Background: an optimization exercise with open tools, aiming at small area. Do not read the settings as production practice. Only simulation tests tie the RTL to the original design; equivalence was not proved. No activity file was given, so power comes from the tool's default toggle rates.

**design/flow/design.v**
```verilog
module adc(
    input              sck,
    input              rst,
    input              ws,
    input              run,       
    input        [3:0] sd,
    input              flag_in,
    output reg         flag_out,
    output reg  [95:0] data       
);
    reg  [4:0] cnt;
    reg [95:0] sreg;
    wire full = (cnt == 5'd25);
    wire load = ws & full;
    always @(posedge sck or posedge rst) begin
        if (rst) begin
            cnt      <= 5'd0;
            flag_out <= 1'b0;
            data     <= 96'd0;
        end else begin
            if (!ws && run && !flag_out)
                cnt <= full ? cnt : cnt + 5'd1;
            else
                cnt <= 5'd0;
            flag_out <= flag_out ? !flag_in : load;
            if (load)
                data <= sreg;
        end
    end
    integer i;
    always @(posedge sck) begin
        if (!full)
            for (i = 0; i < 4; i = i + 1)
                sreg[24*i +: 24] <= {sreg[24*i +: 23], sd[i]};
    end
endmodule
module mux(
    input               clk,
    input               rst,
    input               start,
    input               S_AXIS_tready,
    input        [95:0] data_a,      
    input        [95:0] data_b,      
    input               flag_a_in,
    input               flag_b_in,
    output reg   [95:0] tdata,
    output reg          S_AXIS_tvalid,
    output reg          S_AXIS_tlast,
    output reg          flag_a_out,
    output reg          flag_b_out
);
    localparam S_IDLE   = 2'd0;
    localparam S_CHECK  = 2'd1;
    localparam S_TRANS1 = 2'd2;
    localparam S_TRANS2 = 2'd3;
    reg [1:0] state;
    always @(posedge clk or posedge rst) begin
        if (rst) begin
            state         <= S_IDLE;
            S_AXIS_tvalid <= 1'b0;
            S_AXIS_tlast  <= 1'b0;
            tdata         <= 96'd0;
            flag_a_out    <= 1'b0;
            flag_b_out    <= 1'b0;
        end else begin
            case (state)
                S_IDLE: begin
                    state         <= start ? S_CHECK : S_IDLE;
                    S_AXIS_tvalid <= 1'b0;
                    S_AXIS_tlast  <= 1'b0;
                end
                S_CHECK: begin
                    state         <= (S_AXIS_tready && flag_a_in) ? S_TRANS1 : S_CHECK;
                    S_AXIS_tvalid <= 1'b0;
                    S_AXIS_tlast  <= 1'b0;
                    flag_a_out    <= 1'b1;
                    flag_b_out    <= 1'b1;
                end
                S_TRANS1: begin
                    state         <= (S_AXIS_tready && flag_b_in) ? S_TRANS2 : S_TRANS1;
                    tdata         <= data_a;
                    S_AXIS_tvalid <= 1'b1;
                    S_AXIS_tlast  <= 1'b0;
                    flag_a_out    <= 1'b0;
                end
                S_TRANS2: begin
                    state         <= S_IDLE;
                    tdata         <= data_b;
                    S_AXIS_tvalid <= 1'b1;
                    S_AXIS_tlast  <= 1'b1;
                    flag_b_out    <= 1'b0;
                end
            endcase
        end
    end
endmodule
module wrapper(
  input sck,
  input ws,
  input rst,
  input start,
  input S_AXIS_tready,
  input [7:0]sd,
  output   [7:0] flag_mux_to_adc_debug,
  output   [7:0] flag_adc_to_mux_debug,
  output [127:0] S_AXIS_tdata,
  output         S_AXIS_tvalid,
  output         S_AXIS_tlast,
  output [255:0] data_debug
);
  reg run;
  always @(posedge sck or posedge rst)
    if (rst) run <= 1'b0;
    else if (start) run <= 1'b1;
  wire [95:0] data_a, data_b, tdata;
  wire        valid_a, valid_b, ready_a, ready_b;
  adc u_adc_a (
    .sck(sck), .rst(rst), .ws(ws), .run(run), .sd(sd[3:0]),
    .flag_in(ready_a), .flag_out(valid_a), .data(data_a)
  );
  adc u_adc_b (
    .sck(sck), .rst(rst), .ws(ws), .run(run), .sd(sd[7:4]),
    .flag_in(ready_b), .flag_out(valid_b), .data(data_b)
  );
  mux m0 (
    .clk(sck), .rst(rst), .start(start), .S_AXIS_tready(S_AXIS_tready),
    .data_a(data_a), .data_b(data_b),
    .flag_a_in(valid_a), .flag_b_in(valid_b),
    .tdata(tdata), .S_AXIS_tvalid(S_AXIS_tvalid), .S_AXIS_tlast(S_AXIS_tlast),
    .flag_a_out(ready_a), .flag_b_out(ready_b)
  );
  assign flag_mux_to_adc_debug = {{4{ready_b}}, {4{ready_a}}};
  assign flag_adc_to_mux_debug = {{4{valid_b}}, {4{valid_a}}};
  genvar i;
  generate
    for (i = 0; i < 4; i = i + 1) begin : g_out
      assign data_debug[32*i +: 32]      = {data_a[24*i +: 24], 8'h00};
      assign data_debug[32*(i+4) +: 32]  = {data_b[24*i +: 24], 8'h00};
      assign S_AXIS_tdata[32*i +: 32]    = {tdata[24*i +: 24], 8'h00};
    end
  endgenerate
endmodule
```
**design/flow/config.mk**
```make
export PLATFORM = sky130hd
export DESIGN_NAME = wrapper
export DESIGN_NICKNAME = wrapper
export VERILOG_FILES = /design/flow/design.v
export SDC_FILE = /design/flow/constraint.sdc
export NUM_CORES = 4
export LEC_CHECK = 0
export CAP_MARGIN = 20
export CORE_MARGIN = 2
export CORE_UTILIZATION = 40
export SLEW_MARGIN = 20
```
**design/flow/run.sh**
```bash
#!/bin/bash
# synth_recipe.tcl (not shown) runs the flow's synth.tcl, then flattens the netlist and writes it again
# the make line also repeats each setting of config.mk as NAME=value (left out here)
make -C /OpenROAD-flow-scripts/flow DESIGN_CONFIG=/design/flow/config.mk WORK_HOME=/design/flow/orfs CLKGATE_MAP_FILE= SYNTH_SCRIPT=/design/flow/synth_recipe.tcl finish
```
**design/flow/constraint.sdc**
```tcl
create_clock -name core_clock -period 5.0 [get_ports {sck}]
set_input_delay 1.0000 -clock core_clock [delete_from_list [all_inputs] [get_ports {sck}]]
set_output_delay 1.0000 -clock core_clock [all_outputs]
set_load 0.01 [all_outputs]
```
==> summary.md, run 1 <==
| Metric | Value |
|---|---|
| Outcome | `finished clean` |
| WP data required | `between 5 and 6 ns` |
| Min-delay src | `u_adc_b.sreg[53]` |
| Critical Path Start | `u_adc_a.cnt[1]` |
| Peak Freq | `roughly 340 MHz` |
| Detailed placement HPWL | `~26 mm` |
| HP Class | `reg2reg` |
| Mapped cell area | `around 19000 µm²` |
| Worst IR Drop VDD | `roughly 220 µV` |
| RSZ-0062 raised after global routing | `no` |
| Overall Power | `~8300 µW` |
| Placer Congestion | `~0.75` |
| Crit path buffers/inverters | `2` |
| Largest family of logic cells by synthesized area | `multiplexers` |
| Pin count of the biggest net entering global routing | `approximately 110` |
| Final setup vio count | `0` |
| Antenna Nets Post-Route | `0` |
| Power Internal | `~6600 µW` |
| Sequential area share after synthesis | `between 70% and 80%` |
| Startpoint types | `register` |
| Crit path time final | `around 2.9 ns` |
| H-tree depth | `2` |
| Combinational fraction of design power | `around 1.8%` |
| Compound-cell area share of the yosys netlist | `under 10%` |
| Max Slew Vio Count | `0` |
| Setup tns final | `0 ns` |
| Post-synthesis simple-gate area fraction | `2.66%` |
| Initial Utilization | `about two fifths` |
| Synthesized area per cell | `approximately 16 µm²` |
| Total gr overflow | `0` |
| Clk_skew | `roughly 0.022 ns` |
| Final #Nets | `roughly 1.5k` |
| DIE AREA | `about 50000 µm²` |
| Most common cell after layout, fill and taps aside | `clkdlybuf4s50_1` |
| Routed wire per std cell | `18.8 µm` |
| Final Hold Viols | `0` |
| Antenna violations before repair | `0` |
| Register-to-Register Path Depth | `6` |
| Register bit total from synthesis | `between 400 and 500` |
| Core footprint | `roughly 47000 µm²` |
| CP Cell Sequence | `inv_1 -> ha_1 -> nand4b_4 -> or2_4 -> buf_12 -> mux2_4` |
| 1st-iter DRT viols | `about 590` |
| Setup WS pre-CTS | `1.78 ns` |
| Pwr per Cell Area | `about 340 nW/µm²` |
| Crit path DAT | `between 3 and 4 ns` |
| Critical R2R Capture | `u_adc_a.data[0]` |
| Max-slew headroom | `between 30% and 40%` |
| Distinct cell type count of the synthesized netlist | `28` |
| Worst Setup Path Type | `reg2reg` |
| Post-synthesis mux area share | `~17%` |
| Static leakage | `0.0113 µW` |
| Slew @ Worst Pin | `1.01 ns` |
| Skew-Pair Late Insertion Delay | `0.59 ns` |
| Global-route wire length before repair | `~64 mm` |
| R2R Path Start | `u_adc_a.cnt[1]` |
| Input/output buffers | `between 300 and 400` |
| Xor/xnor share of the synthesized area | `less than 1%` |
| Routed WL | `41.0 mm` |
| # DRC | `0` |
| Reg clk slew, reported paths | `0.06 ns` |
| Net switching fraction of the power | `between 20% and 30%` |
| Pre-antenna DRT Iters | `4` |
| Final worst path period share | `58.8%` |
| Instance count of the mapped netlist | `1205` |
| Routed vias/inst | `4.73` |
| CP Max Fanout | `51` |
| Post-CTS Setup Inserts | `0` |
| Die X | `between 200 and 250 µm` |
| Worst Hold Depth | `0` |
| Sw Pwr | `1700 µW` |
| Clk root buf | `clkbuf_16` |
| Max_cap viols | `0` |
| GR Util All Layers | `between 10% and 20%` |
| Clock power share | `45.3%` |
| Vias in the first global route | `between 10k and 15k` |
| Most frequent cells in the layout | `318 x clkdlybuf4s50_1, 307 x dfrtp_1, 192 x edfxtp_1, 164 x mux2_2` |
| Crit-path max cell delay | `approximately 0.73 ns` |
| Crit end category | `register` |
| Routed vias | `10.3k` |
| Clock buffer depth | `3` |
| WHS Endpoint | `u_adc_b.sreg[54]` |
| Adder-cell share of the synthesized area | `0.525%` |
| Sequential Power Share | `a little over half` |
| Yosys warns | `3` |
| Slowest CP cell | `or2_4` |
| Share of layout cells above drive strength 1 | `a little under a fifth` |
| R2R setup slack | `between 2 and 2.5 ns` |
| Post-CTS sizing | `0` |
| PnR worst setup slack | `approximately 2.1 ns` |
| Ports | `between 400 and 500` |
| CP top delay family | `simple AND/OR/NAND/NOR gates` |
| Sink Count | `approximately 500` |
| Die height | `between 200 and 250 µm` |
| CTS Buf Count | `52` |
| Hold buffers post-CTS | `0` |
| Area Growth Syn to Fin | `26.9%` |
| # rows | `around 80` |
| CTS tree | `done` |
| Filler instances | `3987` |
-- per-stage QoR --
stage / instances / area [µm²] / utilization [%] / hold slack [ns]
final: 2176 / 24200 / 51.7 / 0.435
after global routing: 2175 / 24200 / 51.7 / 0.450
after CTS: 2173 / 24100 / 51.6 / 0.436
after detailed placement: 2075 / 22500 / 48.0 / 0.430
after global placement: 2075 / 22500 / 48.0 / 0.424
after floorplan: 1300 / 19400 / - / 0.422
-- area by class of cell --
cell class / instances / area [µm²] / area share [%]
Antenna cell: 1 / 2.50 / 0.0103
Clock buffer: 77 / 1490 / 6.15
Clock inverter: 21 / 179 / 0.740
Inverter: 9 / 40.0 / 0.166
Multi-Input combinational cell: 627 / 4860 / 20.1
Sequential cell: 499 / 13400 / 55.6
Tap cell: 607 / 759 / 3.14
Timing Repair Buffer: 335 / 3410 / 14.1
-- logic make-up (layout without fill, tap and decap cells) --
group,after synthesis,in the layout
other,1,97
XOR/XNOR,8,8
AO/OA/AOI/OAI,100,100
multiplexers,292,292
flip-flops,499,499
buffers and inverters,174,442
adder cells (fa/ha/maj),8,8
AND/OR/NAND/NOR,123,123
-- metal layers --
| layer | vias to the layer above | share of wire, % | track usage, % |
|---|---|---|---|
| met5 | - | 0 | 0 |
| met4 | 0 | 1.7 | 4.29 |
| met3 | 53 | 5.7 | 4.24 |
| met2 | 277 | 47 | 25.9 |
| met1 | 5257 | 45 | 23.0 |
| li1 | 4708 | - | - |
-- power by group through the flow --
stage	Combinational [µW]	Sequential, µW	Clock (µW)
after detailed placement	151	4470	0
after global placement	150	4460	0
after CTS	151	4390	3860
after floorplan	159	4450	0
final	149	4390	3750
after global routing	169	4400	4050
-- synthesized netlist by cell type (all sizes together) --
| library cell | instances | area share [%] |
|---|---|---|
| nand2 | 100 | 2.0 |
| a32o | 1 | 0.053 |
| conb | 1 | 0.020 |
| nand3 | 5 | 0.13 |
| edfxtp | 192 | 30 |
| inv | 9 | 0.18 |
| xnor2 | 3 | 0.14 |
| nand4b | 1 | 0.12 |
| nand3b | 1 | 0.039 |
| mux2i | 99 | 5.2 |
| or2 | 3 | 0.098 |
| a211oi | 2 | 0.079 |
| mux2 | 193 | 12 |
| xor2 | 5 | 0.23 |
| dfrtp | 307 | 40 |
| and4b | 1 | 0.053 |
| o22ai | 1 | 0.033 |
| clkbuf | 22 | 0.43 |
| nor3 | 1 | 0.026 |
| buf | 143 | 5.4 |
| o21ai | 96 | 2.5 |
| nor2 | 11 | 0.22 |
| ha | 8 | 0.53 |
-- state kept, by name (all words and copies together) (netlist names), 5 cells and up, named ones only --
register and count:
u_adc_b.data 96, u_adc_a.sreg 96, u_adc_a.data 96, u_adc_b.sreg 96, u_adc_b.cnt 5, u_adc_a.cnt 5
m0.tdata 96
-- worst max path at each step --
stage	to	slack [ns]	cells past startpoint
floorplan	async pin	-0.08	1
global placement	u_adc_a.data[80]	1.81	5
detailed placement	u_adc_a.data[93]	1.78	5
CTS	u_adc_a.data[0]	2.03	6
global route	u_adc_a.data[0]	1.84	6
finish	u_adc_a.data[0]	2.06	6
==> run 2: changes to the inputs <==
--- a/design/flow/config.mk
+++ b/design/flow/config.mk
@@ -7,2 +7,3 @@
 export LEC_CHECK = 0
+export ABC_AREA = 1
 export CAP_MARGIN = 20
==> run 2 against run 1 <==
  * Clock power about the same
  * Still clean
  * Critical endpoint is now flag_adc_to_mux_debug[7]
  * Power is 8.9% higher
  * Routed wire length grew 20%
  * Synthesized area rose by 5.7%
  * Combinational power increased to 4.4 times the previous value
  * Synthesized cell count rose by 60%
  * Sequential power grew 5.2%
  * Flip-flop and latch count is the same
  * Utilization is 1.8 points lower
==> summary.md, run 2 <==
| Metric | Value |
|---|---|
| Max Slew Vio Count | `0` |
| Max_cap viols | `0` |
| Most common cell after layout, fill and taps aside | `nand2_1` |
| Crit end category | `output port` |
| Crit path DAT | `about 1.7 ns` |
| Hold buffers post-CTS | `0` |
| Vias in the first global route | `13.3k` |
| Synth async-reset ratio | `about three fifths` |
| Worst Setup Path Type | `reg2out` |
| Most frequent cells in the layout | `696 x nand2_1, 317 x clkdlybuf4s50_1, 307 x dfrtp_1, 206 x nand3_1, 192 x edfxtp_1` |
| Core footprint | `50000 µm²` |
| Die height | `roughly 230 µm` |
| Clk_skew | `about 0.018 ns` |
| Worst IR Drop VDD | `about 240 µV` |
| Crit path time final | `around 2.7 ns` |
| Max-slew headroom | `between 30% and 40%` |
| Synthesized area per cell | `about 10 µm²` |
| Routed wire per std cell | `16.8 µm` |
| Static leakage | `approximately 0.011 µW` |
| Final #Nets | `2215` |
| CP Max Fanout | `6` |
| Post-CTS Setup Inserts | `0` |
| Crit-path max cell delay | `about 0.60 ns` |
| Register bit total from synthesis | `between 400 and 500` |
| Outcome | `finished clean` |
| Power Internal | `about 7000 µW` |
| Reg clk slew, reported paths | `around 0.060 ns` |
| Instance count of the mapped netlist | `~1.9k` |
| Share of layout cells above drive strength 1 | `around 5%` |
| # DRC | `0` |
| Overall Power | `about 9000 µW` |
| Post-layout util | `approximately half` |
| Initial Utilization | `40.3%` |
| Routed vias | `roughly 14k` |
| PnR worst setup slack | `approximately 2.3 ns` |
| Peak Freq | `about 370 MHz` |
| Area Growth Syn to Fin | `23.7%` |
| Total gr overflow | `0` |
| Sequential area share after synthesis | `about two thirds` |
| Mapped cell area | `around 20000 µm²` |
| Placer Congestion | `around 0.77` |
| 1st-iter DRT viols | `roughly 850` |
| Clock power share | `approximately two fifths` |
| R2R setup slack | `~2.4 ns` |
| Routed WL | `49.0 mm` |
| Pin count of the biggest net entering global routing | `between 100 and 150` |
| Global-route wire length before repair | `~80 mm` |
| Hold WS | `between 0.4 and 0.5 ns` |
| GR Util All Layers | `18.7%` |
| Sink Count | `499` |
| Routed vias/inst | `around 4.7` |
| Antenna violations before repair | `2` |
| Final setup vio count | `0` |
| Most frequent cells after synthesis | `696 x nand2_1, 307 x dfrtp_1, 206 x nand3_1` |
| Distinct cell type count of the synthesized netlist | `26` |
| Yosys warns | `3` |
| Clock buffer depth | `3` |
| Input/output buffers | `roughly 320` |
| Pre-antenna DRT Iters | `5` |
| CP top delay family | `buffers and inverters` |
| Share of the synthesized area in the top cell type | `38.1%` |
| CTS Buf Count | `53` |
| HP Class | `reg2reg` |
| Clk root buf | `clkbuf_16` |
| Startpoint types | `register` |
| RSZ-0062 raised after global routing | `no` |
| Area contributors post-synth | `dfrtp_1 38%, edfxtp_1 29%, nand2_1 13%` |
| Sw Pwr | `approximately 2100 µW` |
| Net switching fraction of the power | `around a quarter` |
| Primary FF master, synth | `dfrtp_1` |
| Detailed placement HPWL | `between 30 and 40 mm` |
| Final Hold Viols | `0` |
| Skew-Pair Late Insertion Delay | `between 0.5 and 0.6 ns` |
| H-tree depth | `2` |
| DIE AREA | `52200 µm²` |
| Setup WS pre-CTS | `2.13 ns` |
| Slew @ Worst Pin | `about 1.0 ns` |
| CTS tree | `done` |
| Sequential Power Share | `about half` |
| Ports | `a little over 400` |
| Antenna Nets Post-Route | `0` |
| Combinational fraction of design power | `7.2%` |
| Die X | `roughly 230 µm` |
| # rows | `slightly above 80` |
| Area leader, netlist | `dfrtp_1` |
| Crit path buffers/inverters | `1` |
| Final worst path period share | `between 50 and 60%` |
| Ant diodes | `0` |
| Post-CTS sizing | `0` |
| Slowest CP cell | `clkdlybuf4s50_1` |
| Most frequent cell after synthesis | `nand2_1` |
| EDFF count, synth | `192` |
| CP Cell Sequence | `clkdlybuf4s50_1` |
| Pwr per Cell Area | `around 360 nW/µm²` |
| WP data required | `about 4 ns` |
==> run 2: per-layer routing <==
| layer | track usage [%] | share of wire [%] | routed length [µm] |
|---|---|---|---|
| met1 | 24.9 | 44 | 21600 |
| met2 | 30.8 | 48 | 23700 |
| met3 | 3.71 | 5.0 | 2440 |
| met4 | 5.96 | 2.6 | 1260 |
| met5 | 0 | 0.051 | 25 |
==> run 2: path summary, 6_finish.rpt <==
| check | start | to | cells after the start |
|---|---|---|---|
| setup / recovery | u_adc_b.flag_out | flag_adc_to_mux_debug[7] | 1 |
| hold / removal | u_adc_b.sreg[24] | u_adc_b.sreg[25] | 0 |
| setup reg to reg | m0.state[0] | m0.tdata[64] | 7 |
| hold reg to reg | u_adc_b.sreg[24] | u_adc_b.sreg[25] | 0 |
| max in group asynchronous | rst | u_adc_b.data[56] | 3 |
| min in group asynchronous | rst | u_adc_a.data[39] | 2 |
==> run 2: logic make-up after synthesis <==
family | after synthesis | synth area share, %
simple gates | 982 | 19.9
flops | 499 | 66.7
other cells | 1 | 0.0186
compound gates | 100 | 3.04
xor+xnor | 2 | 0.0870
buf+inv | 336 | 9.71
fa+ha+maj | 8 | 0.497
==> run 2: final cells by class <==
type / instances / area (µm²)
Fill cell: 4569 / 25000
Clock buffer: 73 / 1450
Multi-Input combinational cell: 1188 / 5130
Tap cell: 672 / 841
Timing Repair Buffer: 334 / 3380
Sequential cell: 499 / 13400
Inverter: 118 / 452
Clock inverter: 27 / 219
==> run 2: metrics by stage <==
stage               instances  TNS, ns  instance area, µm²
floorplan                2023   -26.08               20500
global placement         2809        0               23200
detailed placement       2811        0               23200
CTS                      2911        0               24900
global route             2911        0               24900
finish                   2911        0               24900
==> run 2: power groups by stage <==
stage               logic (µW)  registers [µW]  clock network (µW)
finish                     653            4620                3750
global route               718            4650                4020
CTS                        665            4620                3870
detailed placement         662            4700                   0
global placement           651            4690                   0
floorplan                  282            4740                   0
==> run 3: changes to the inputs <==
==> design/flow/flow/run.sh (new file) <==
#!/bin/bash
# Standard layout with two changes: ports get the smallest buffer
# (buf_1) instead of the resizer's default pick, and clock tree synthesis
# inserts no dummy loads. Each tool's output goes to a log of its own here.
set -euo pipefail
export BUFFER_PORTS_ARGS="-buffer_cell sky130_fd_sc_hd__buf_1"
export CTS_ARGS="-sink_clustering_enable -repair_clock_nets -dont_use_dummy_load -buf_list {sky130_fd_sc_hd__clkbuf_4 sky130_fd_sc_hd__clkbuf_8}"
bash standard.sh > standard.log 2>&1
==> design/flow/standard.sh (new file) <==
#!/bin/bash
# synth_recipe.tcl (not shown) runs the flow's synth.tcl, then flattens the netlist and writes it again
# the make line also repeats each setting of config.mk as NAME=value (left out here)
make -C /OpenROAD-flow-scripts/flow DESIGN_CONFIG=/design/flow/config.mk WORK_HOME=/design/flow/orfs CLKGATE_MAP_FILE= SYNTH_SCRIPT=/design/flow/synth_recipe.tcl "${@:-finish}"
--- a/design/flow/config.mk
+++ b/design/flow/config.mk
@@ -11,2 +11,3 @@
 export CORE_UTILIZATION = 40
+export CTS_BUF_LIST = sky130_fd_sc_hd__clkbuf_4 sky130_fd_sc_hd__clkbuf_8
 export SLEW_MARGIN = 20
removed: design/flow/run.sh
==> run 3 against run 2 <==
  * Still clean on timing, DRC and antenna
  * Utilization fell by 5.0 points
  * Flip-flop and latch count did not move
  * Non-clock buffer count fell by 1
  * Via count rose by 0.93%
  * Synthesized cell count did not move
  * First-iteration DRC count fell by 0.35%
  * Largest cell class unchanged
  * Highest routed layer unchanged
==> summary.md, run 3 <==
| Metric | Value |
|---|---|
| Outcome | `finished clean` |
| HP Class | `in2async` |
| Share of the synthesized area in the top cell type | `38.1%` |
| Synthesized area per cell | `between 10 and 15 µm²` |
| Vias in the first global route | `around 13k` |
| Startpoint types | `register` |
| Sequential area share after synthesis | `between 60% and 70%` |
| Wl on met1 | `~21 mm` |
| Most common cell after layout, fill and taps aside | `nand2_1` |
| Share of layout cells above drive strength 1 | `about 5.2%` |
| Post-layout util | `44.8%` |
| Global-route wire length before repair | `between 70 and 80 mm` |
| WL met2 | `around 22 mm` |
| Initial Utilization | `40.3%` |
| Post-CTS Setup Inserts | `0` |
| Clock buffer depth | `3` |
| Routed wire per std cell | `roughly 16 µm` |
| Mapped cell area | `a little over 20000 µm²` |
| Worst IR Drop VDD | `roughly 180 µV` |
| Top Layer Used | `met5` |
| Input/output buffers | `318` |
| Routed WL | `around 47 mm` |
| Most frequent cells after synthesis | `696 x nand2_1, 307 x dfrtp_1, 206 x nand3_1` |
| Ant diodes | `0` |
| Area leader, netlist | `dfrtp_1` |
| Worst Setup Path Type | `reg2reg` |
| Met3 WL | `2.78 mm` |
| Placer Congestion | `0.789` |
| Core footprint | `roughly 50000 µm²` |
| Reg clk slew, reported paths | `0.05 ns` |
| Detailed placement HPWL | `~29 mm` |
| # DRC | `0` |
| WP data required | `5.27 ns` |
| Most frequent cell after synthesis | `nand2_1` |
| Sink Count | `between 400 and 500` |
| Crit path time final | `approximately 2.6 ns` |
| Total gr overflow | `0` |
| Post-CTS sizing | `0` |
| Instance count of the mapped netlist | `between 1.5k and 2k` |
| Distinct cell type count of the synthesized netlist | `26` |
| Final setup vio count | `0` |
| Area contributors post-synth | `dfrtp_1 38%, edfxtp_1 29%, nand2_1 13%` |
| Antenna Nets Post-Route | `0` |
| Pre-antenna DRT Iters | `5` |
| Final Hold Viols | `0` |
| Die height | `roughly 230 µm` |
| Critical path's most frequent cell | `buf_4` |
| Crit end category | `register` |
| Routed vias | `between 10k and 15k` |
| Max_cap viols | `0` |
| Yosys warns | `3` |
| Hold WS | `just over 0.3 ns` |
| Setup WS pre-CTS | `roughly 2.3 ns` |
| H-tree depth | `3` |
| CTS Buf Count | `85` |
| # rows | `slightly above 80` |
| EDFF count, synth | `between 150 and 200` |
| Final #Nets | `2246` |
| PnR worst setup slack | `about 2.4 ns` |
| 1st-iter DRT viols | `approximately 850` |
| Peak Freq | `a little under 400 MHz` |
| Static leakage | `a little over 0.01 µW` |
| GR Util All Layers | `between 10% and 20%` |
| Antenna violations before repair | `2` |
| Final worst path period share | `around 52%` |
| CTS tree | `done` |
| Setup tns final | `0 ns` |
| Register bit total from synthesis | `about 500` |
| Primary FF master, synth | `dfrtp_1` |
| Die X | `between 200 and 250 µm` |
| Most frequent cells in the layout | `696 x nand2_1, 317 x buf_1, 307 x dfrtp_1, 206 x nand3_1, 192 x edfxtp_1` |
| CP Max Fanout | `63` |
| Area Growth Syn to Fin | `11.2%` |
| CP Cell Sequence | `inv_1 -> ha_1 -> nand2_1 -> nor2_4 -> buf_4 -> inv_4 -> buf_4` |
| RSZ-0062 raised after global routing | `no` |
| Pin count of the biggest net entering global routing | `between 100 and 150` |
| Clk root buf | `clkbuf_8` |
| Hold buffers post-CTS | `0` |
| Max-slew headroom | `a little under a third` |
| Slowest CP cell | `inv_4` |
| Crit path DAT | `2.87 ns` |
| Max Slew Vio Count | `0` |
| Pwr per Cell Area | `358 nW/µm²` |
| Synth async-reset ratio | `~62%` |
| Clk_skew | `between 0.05 and 0.06 ns` |
| Skew-Pair Late Insertion Delay | `between 0.6 and 0.7 ns` |
| Crit-path max cell delay | `0.61 ns` |
| Slew @ Worst Pin | `1.03 ns` |
| Ports | `415` |
| DIE AREA | `between 50000 and 60000 µm²` |
| Routed vias/inst | `between 4 and 5` |
[run 3: cell counts after synthesis]
No cell type changed its count.
[run 3: worst paths after layout]
path	cells after the start	startpoint	end	slack, ns
max in group asynchronous	3	rst	u_adc_b.cnt[3]	3.82
worst max-delay path	7	u_adc_b.cnt[1]	u_adc_b.sreg[74]	2.40
worst max register to register	7	u_adc_b.cnt[1]	u_adc_b.sreg[74]	2.40
worst min-delay path	2	rst	u_adc_a.data[39]	0.31
worst min register to register	0	u_adc_b.sreg[67]	u_adc_b.sreg[68]	0.43
min in group core_clock	0	u_adc_b.sreg[67]	u_adc_b.sreg[68]	0.43
[run 3: kinds of logic after synthesis]
family	count (synthesis)	synth area share, %
AOI/OAI and AO/OA	100	3.04
xor gates and xnor gates	2	0.0870
adders and majority gates	8	0.497
buffers and inverters	336	9.71
DFF	499	66.7
other	1	0.0186
and+or+nand+nor	982	19.9
[run 3: metal layers]
layer,up-vias,global-route usage [%]
met1,6774,24.2
met4,4,7.41
li1,6539,-
met5,-,0
met2,435,29.1
met3,95,3.92
[run 3: cell type report]
class	instances	area [µm²]
timing repair buffer	333	1360
sequential	499	13400
tap	672	841
clock buffer	85	1170
multi-input combinational	1188	5130
fill	4785	27600
inverter	118	454
[run 3: critical path, delay by kind of cell, from the launching register on]
kind | cells | cell delay, ns
fa+ha+maj | 1 | 0.18
buf+inv | 4 | 1.47
flops | 1 | 0.37
simple gates | 2 | 0.17
[run 3: report_power, final]
| group | total, µW | switching (µW) | internal, µW |
|---|---|---|---|
| Clock | 2930 | 1440 | 1490 |
| Sequential | 4630 | 138 | 4490 |
| Combinational | 462 | 322 | 139 |
[run 3: through the flow]
stage                     area, µm²  total power (µW)  std cells
after floorplan               20500              5020       2023
after global placement        21200              5150       2810
after detailed placement      21200              5170       2810
after CTS                     22400              8170       2895
after global routing          22400              8430       2895
final                         22400              8030       2895
==> run 4: changes to the inputs <==
==> design/flow/flow/run.sh (replaced) <==
#!/bin/bash
# Standard layout with these changes: ports get the smallest buffer
# (buf_1), clock tree synthesis uses larger sink clusters and no dummy
# loads and no dummy loads.
# Each tool's output goes to a log of its own here.
set -euo pipefail
export BUFFER_PORTS_ARGS="-buffer_cell sky130_fd_sc_hd__buf_1"
export CTS_ARGS="-sink_clustering_enable -repair_clock_nets -dont_use_dummy_load -sink_clustering_size 20 -sink_clustering_max_diameter 60 -buf_list {sky130_fd_sc_hd__clkbuf_4 sky130_fd_sc_hd__clkbuf_8}"
bash standard.sh > standard.log 2>&1
--- a/design/flow/config.mk
+++ b/design/flow/config.mk
@@ -7,3 +7,2 @@
 export LEC_CHECK = 0
-export ABC_AREA = 1
 export CAP_MARGIN = 20
@@ -11,3 +10,2 @@
 export CORE_UTILIZATION = 40
-export CTS_BUF_LIST = sky130_fd_sc_hd__clkbuf_4 sky130_fd_sc_hd__clkbuf_8
 export SLEW_MARGIN = 20
==> run 4 against run 3 <==
  * Sequential share of layout area grew 4.1 points
  * Largest power group unchanged
  * Non-clock buffer count shrank 4
  * Via count shrank 28%
  * Critical path depth shrank 2
  * Critical path type unchanged
  * Global-route usage shrank 2.6 points
  * Clock power shrank 35%
  * Still clean
==> summary.md, run 4 <==
| Metric | Value |
|---|---|
| Static leakage | `around 0.010 µW` |
| Input/output buffers | `around 320` |
| DIE AREA | `about 49000 µm²` |
| Peak Freq | `roughly 360 MHz` |
| Slew @ Worst Pin | `~1.0 ns` |
| Area contributors post-synth | `dfrtp_1 40%, edfxtp_1 30%, mux2_2 9.7%` |
| Hold buffers post-CTS | `0` |
| Sequential area share after synthesis | `a little over two thirds` |
| Skew-Pair Late Insertion Delay | `0.63 ns` |
| Worst Setup Path Type | `reg2reg` |
| Routed WL | `38.9 mm` |
| CP Max Fanout | `slightly above 50` |
| R2R setup slack | `2.21 ns` |
| Share of layout cells above drive strength 1 | `16.7%` |
| Total gr overflow | `0` |
| Final setup vio count | `0` |
| Synth async-reset ratio | `61.5%` |
| Sink Count | `~500` |
| CTS Buf Count | `38` |
| Share of the synthesized area in the top cell type | `around 40%` |
| Most common cell after layout, fill and taps aside | `buf_1` |
| Post-layout util | `44.9%` |
| Clk root buf | `clkbuf_8` |
| Most frequent cells in the layout | `318 x buf_1, 307 x dfrtp_1, 192 x edfxtp_1, 164 x mux2_2` |
| 1st-iter DRT viols | `561` |
| Primary FF master, synth | `dfrtp_1` |
| # rows | `between 70 and 80` |
| Instance count of the mapped netlist | `1205` |
| Max Slew Vio Count | `0` |
| Post-CTS Setup Inserts | `0` |
| Pin count of the biggest net entering global routing | `142` |
| Mapped cell area | `roughly 19000 µm²` |
| Worst IR Drop VDD | `between 100 and 150 µV` |
| Vias in the first global route | `between 9k and 10k` |
| Pwr per Cell Area | `between 300 and 400 nW/µm²` |
| Routed vias/inst | `between 4 and 5` |
| Register-to-Register Path Depth | `5` |
| Most frequent cell after synthesis | `dfrtp_1` |
| Overall Power | `6420 µW` |
| Final Hold Viols | `0` |
| Area leader, netlist | `dfrtp_1` |
| Crit path time final | `between 2 and 3 ns` |
| Yosys warns | `3` |
| Die X | `between 200 and 250 µm` |
| RSZ-0062 raised after global routing | `no` |
| Final worst path period share | `between 50% and 60%` |
| Area Growth Syn to Fin | `10.1%` |
| Max-slew headroom | `33.4%` |
| Placer Congestion | `0.762` |
| # DRC | `0` |
| Final #Nets | `around 1.5k` |
| Reg clk slew, reported paths | `0.11 ns` |
| Crit path DAT | `between 3 and 4 ns` |
| Register bit total from synthesis | `about 500` |
| Clk_skew | `0.0791 ns` |
| Post-CTS sizing | `0` |
| Startpoint types | `register` |
| Initial Utilization | `roughly 40%` |
| Core footprint | `approximately 47000 µm²` |
| Distinct cell type count of the synthesized netlist | `28` |
| Global-route wire length before repair | `around 60 mm` |
| Routed wire per std cell | `between 15 and 20 µm` |
| GR Util All Layers | `around 16%` |
| Outcome | `finished clean` |
| Most frequent cells after synthesis | `307 x dfrtp_1, 192 x edfxtp_1, 164 x mux2_2` |
| Clock buffer depth | `3` |
| Ant diodes | `0` |
| Hold WS | `approximately 0.4 ns` |
| Die height | `222 µm` |
| WP data required | `5.45 ns` |
| Routed vias | `10.0k` |
| Antenna Nets Post-Route | `0` |
| Antenna violations before repair | `0` |
| Synthesized area per cell | `15.8 µm²` |
| Worst Hold Depth | `0` |
| Pre-antenna DRT Iters | `4` |
| H-tree depth | `2` |
| Detailed placement HPWL | `25.4 mm` |
| Ports | `a little over 400` |
| EDFF count, synth | `about 190` |
| Crit end category | `register` |
| CTS tree | `done` |
| HP Class | `reg2reg` |
| Max_cap viols | `0` |
==> run 4: final timing paths <==
check | endpoint | from
worst min-delay path | u_adc_b.sreg[54] | u_adc_b.sreg[53]
worst min register to register | u_adc_b.sreg[54] | u_adc_b.sreg[53]
worst max-delay path | u_adc_a.data[32] | u_adc_a.cnt[0]
max in group asynchronous | u_adc_b.data[51] | rst
min in group asynchronous | m0.tdata[65] | rst
worst max register to register | u_adc_a.data[32] | u_adc_a.cnt[0]
==> run 4: cell type report <==
| cell class | instances | area, µm² |
|---|---|---|
| repair buffers | 329 | 1350 |
| inverters | 9 | 40.0 |
| clock buffers | 38 | 523 |
| multi-input cells | 627 | 4860 |
| fillers | 4250 | 25800 |
| well taps | 607 | 759 |
| flip-flops and latches | 499 | 13400 |
==> run 4: report_power, final <==
| group | total [µW] | switching [µW] | internal, µW |
|---|---|---|---|
| Clock | 1910 | 1220 | 686 |
| Sequential | 4380 | 47.2 | 4340 |
| Combinational | 132 | 108 | 24.0 |
==> run 4: routing by layer <==
layer	share of wire, %	vias up	global-route usage, %
li1	-	4591	-
met1	45	5126	22.2
met2	48	257	24.5
met3	4.6	51	2.67
met4	1.8	0	4.69
met5	0	-	0
==> run 4: cell families (layout without fill, tap and decap cells) <==
| group | Yosys count | count (layout) | share of synthesized area, % |
|---|---|---|---|
| compound gates | 100 | 100 | 2.69 |
| xor+xnor | 8 | 8 | 0.368 |
| fa+ha+maj | 8 | 8 | 0.525 |
| buf+inv | 174 | 376 | 6.01 |
| flops | 499 | 499 | 70.6 |
| mux | 292 | 292 | 17.2 |
| other cells | 1 | 96 | 0.0197 |
| simple gates | 123 | 123 | 2.66 |
==> run 4: critical path: stages (launching register included) <==
cell      delay [ns]
dfrtp_1         0.43
ha_1            0.25
nand4b_4        0.46
or2_4           0.69
buf_12          0.43
mux2_2          0.38
==> run 4: metrics by stage <==
| stage | TNS [ns] | setup slack (ns) | cell area [µm²] | instances |
|---|---|---|---|---|
| final | 0 | 2.21 | 21000 | 2109 |
| after global placement | 0 | 2.06 | 20400 | 2070 |
| after CTS | 0 | 2.12 | 20900 | 2108 |
| after floorplan | -26.08 | -0.0850 | 19400 | 1300 |
| after global routing | 0 | 2.01 | 21000 | 2109 |
| after detailed placement | 0 | 2.03 | 20400 | 2070 |

separate check: timing with driven ports:
How much do the figures lean on ideal ports? The routed layouts below were timed once more, with nothing changed but the port constraints.
Step 1: set_driving_cell puts a clkbuf_16 on sck and a buf_2 on each other input, an assumption about the parent block.
Step 2 adds t to the input delays and takes it off the output delays; t is the mean of the earliest and latest rising clock arrival at the registers after step 1. Input paths then give back, and output paths get back, about the clock's delay inside the block.
Slacks: ideal ports / drivers / drivers and shift; pairs: ideal ports / drivers.
run | t, ns | setup slack, ns | slew at the worst register clock pin (ns) | worst slew at a driven data input, ns
run 1 | 0.630 | 2.061 / 2.061 / 1.750 | 0.06 / 0.06 | 0.07
run 2 | 0.647 | 2.316 / 2.255 / 2.347 | 0.06 / 0.06 | 0.08
run 3 | 0.662 | 2.399 / 2.399 / 2.305 | 0.06 / 0.06 | 0.07
run 4 | 0.632 | 2.208 / 2.208 / 2.158 | 0.12 / 0.12 | 0.05
After both steps setup and hold are still met in every run listed. The setup slack of run 1, which loses most, moves by 0.000 ns with the drivers and by -0.311 ns with both steps.
